From an optimization exercise on the open Yosys and OpenROAD flow, aimed at small area and a short achievable clock period; shortcuts taken in it are not production practice.
Where RTL was checked, it was by simulation tests only, not by an equivalence proof against the original.
Power figures rest on the tool's default switching activity, not on a simulated workload.

==> flow/design.v (excerpt) <==
module BIST #(
  parameter int size = 6,
  parameter int length = 8
) (
  input logic start, rst, clk, rwbarin,
  input logic [size-1:0] address,
  input logic [length-1:0] datain,
  output logic [length-1:0] dataout,
  output logic fail,
  output logic bist_done,
  output logic bist_result
);
Size in the first run: roughly 0.023 mm^2 of cells after synthesis.
export LEC_CHECK = 0
export CAP_MARGIN = 20
export CORE_MARGIN = 2
export CORE_UTILIZATION = 40
export CTS_CLUSTER_DIAMETER = 100
export CTS_CLUSTER_SIZE = 25
export SETUP_SLACK_MARGIN = 2.0
export SLEW_MARGIN = 20
export SYNTH_HIERARCHICAL = 1
create_clock -name core_clock -period 4.2 [get_ports {clk}]
standard.sh (not shown) runs the stock make flow with config.mk's settings and CLKGATE_MAP_FILE= SYNTH_SCRIPT=/design/flow/synth_recipe.tcl, a recipe that flattens the netlist after the stock synthesis.
==> flow/flow/run.sh <==
#!/bin/bash
# The standard layout, with the port buffers made of plain buffers
# (sky130_fd_sc_hd__buf_4) instead of the resizer's default choice.
set -euo pipefail
export BUFFER_PORTS_ARGS="-buffer_cell sky130_fd_sc_hd__buf_4"
bash standard.sh finish > standard_finish.log 2>&1
The starting point went through all stages and came out clean.
Change:
==> flow/flow/run.sh (replaced) <==
#!/bin/bash
# The standard layout, with the port buffers made of plain buffers
# (sky130_fd_sc_hd__buf_4) instead of the resizer's default choice, and
# synthesis mapping for a lighter load (ABC_LOAD_IN_FF 1) so that it picks
# smaller gates; timing repair sizes up the ones that need it.
set -euo pipefail
export BUFFER_PORTS_ARGS="-buffer_cell sky130_fd_sc_hd__buf_4"
bash standard.sh ABC_LOAD_IN_FF=1 finish > standard_finish.log 2>&1
Outcome: Wire length is about the same. Non-clock buffer count went down by 17. Die area is lower by a few percent. Design area fell by a few percent. Setup slack is better by 0.062 ns. Synthesized area fell by a few percent. Cell count came out lower by a few percent. Power hardly moves. Sequential cell count is unchanged. Sequential share of layout area went up by 3.4 points. Synthesized cell count does not change.
No run of this note included a check of the RTL's function; only the layout flow was run.

## v9
BIST, a different RTL version from the one above (not shown whole).
Settings: LEC_CHECK=0, CAP_MARGIN=20, CORE_MARGIN=2, CORE_UTILIZATION=40, SETUP_SLACK_MARGIN=1.8, SLEW_MARGIN=20, SYNTH_HIERARCHICAL=1; clock period 4.2 ns.
run.sh (not shown) runs the stock make flow with config.mk's settings and CLKGATE_MAP_FILE= SYNTH_SCRIPT=/design/flow/synth_recipe.tcl, a recipe that flattens the netlist after the stock synthesis.
Stock flow here: none of the scripts above is used.
v9 closes out successfully: all stages finished, all timing, DRC and antenna checks passed.
[inputs] v29 vs v9
- SETUP_SLACK_MARGIN changed from 1.8 to 1.5
[summary]
v29 finished every step from synthesis to the final layout, and the layout passed the timing, DRC and antenna checks.
v29 gives more post-route clock period utilization than v9 did.
v29 vs. v9: final total power fell by 1.1%, layout filler cell count -21, global-route wire length before repair increased by 300 um relative to the old numbers.
Category of the most critical setup path: input pin to register -> v9, register to primary output -> v29
Of v29 and v9, the run reporting the lower number of signal-net buffers in the layout was v29.
Compared with v9, v29 shows a lower critical path depth.
#### Input delta (v51 over v29)
- SETUP_SLACK_MARGIN: 1.5 -> 2.1
==> flow/flow/run.sh (new file) <==
#!/bin/bash
# The standard layout, with the port buffers made of plain buffers
# (sky130_fd_sc_hd__buf_4) instead of the resizer's default choice.
set -euo pipefail
export BUFFER_PORTS_ARGS="-buffer_cell sky130_fd_sc_hd__buf_4"
bash standard.sh finish > standard_finish.log 2>&1
==> flow/standard.sh (new file) <==
#!/bin/bash
# synth_recipe.tcl (not shown) runs the flow's synth.tcl, then flattens the netlist and writes it again
# the make line also repeats each setting of config.mk as NAME=value (left out here)
make -C /OpenROAD-flow-scripts/flow DESIGN_CONFIG=/design/flow/config.mk WORK_HOME=/design/flow/orfs CLKGATE_MAP_FILE= SYNTH_SCRIPT=/design/flow/synth_recipe.tcl "${@:-finish}"
removed: flow/run.sh
v51 reached the final stage; the timing, DRC and antenna checks on its layout passed.
Changes observed in v51 relative to v29: minimum setup slack in the final design up 0.22 ns; setup skew after layout up 0.014 ns.
Comparing v51 and v29, the higher via count was measured on v51.
Core utilization ends up lower on v29.
v51: total setup buffers inserted after CTS 51 above v29
Sort v51 and v29 by part of the total power dissipated in the clock network, descending, and v29 comes first.
v29 ended up with dataout[6] as its end of the critical path; v51 ended up with MEM.h0[7].
Share of the clock period used by the worst path after layout, v51 and v29: larger value in v29
What v14 does differently from v51 at the input level:
- changing SETUP_SLACK_MARGIN from 2.1 to 1.8
[summary]
Changes observed in v14 relative to v51: number of antenna cells inserted decreased by 1 relative to the old numbers; detailed-route via count decreased by 8.2% relative to the old numbers; slew at the pin with the worst max-slew slack increased by 0.14 ns relative to the old numbers; met2 demand-to-capacity share in global routing decreased by 3.9 points relative to the old numbers.
v14 reached the end of the flow, and the finished layout is clean on the timing, DRC and antenna checks.
Core utilization delta for v14 relative to v51: 5.2 points lower
Power: v14 draws less than v51
Diff v14..v51 | sequential standard cell area | negligible
Comparing logic gate share of total power for v14 and v51, the smaller number came from v14.

## separate check: timing with driven ports
In the flow no input, the clock included, has a driving cell. The finished layouts below were timed again as built, in two steps.
Step 1, drivers: a clkbuf_16 drives clk and a buf_2 each remaining input, both assumed.
Step 2, shift: input delay + t, output delay - t, t = (earliest + latest rising clock arrival at the registers) / 2. This alone moves slack from input paths to output paths.
Three values: ideal ports, drivers, drivers and shift; two values: the first two.
| run | shift t [ns] | setup WS [ns] | slew at the worst register clock pin (ns) |
|---|---|---|---|
| the first run of note 1 | 0.657 | 1.929 / 1.922 / 1.265 | 0.10 / 0.10 |
| the second run of note 1 | 0.645 | 1.990 / 1.985 / 1.341 | 0.10 / 0.10 |
| v9 | 0.649 | 1.800 / 1.784 / 1.182 | 0.07 / 0.07 |
| v29 | 0.673 | 1.535 / 1.472 / 0.957 | 0.06 / 0.06 |
| v51 | 0.659 | 1.754 / 1.754 / 1.266 | 0.07 / 0.07 |
| v14 | 0.654 | 1.803 / 1.791 / 1.297 | 0.07 / 0.07 |
After both steps every run listed still meets setup and hold. The setup slack of the first run of note 1, which loses most, moves by -0.007 ns with the drivers and by -0.664 ns with both steps.
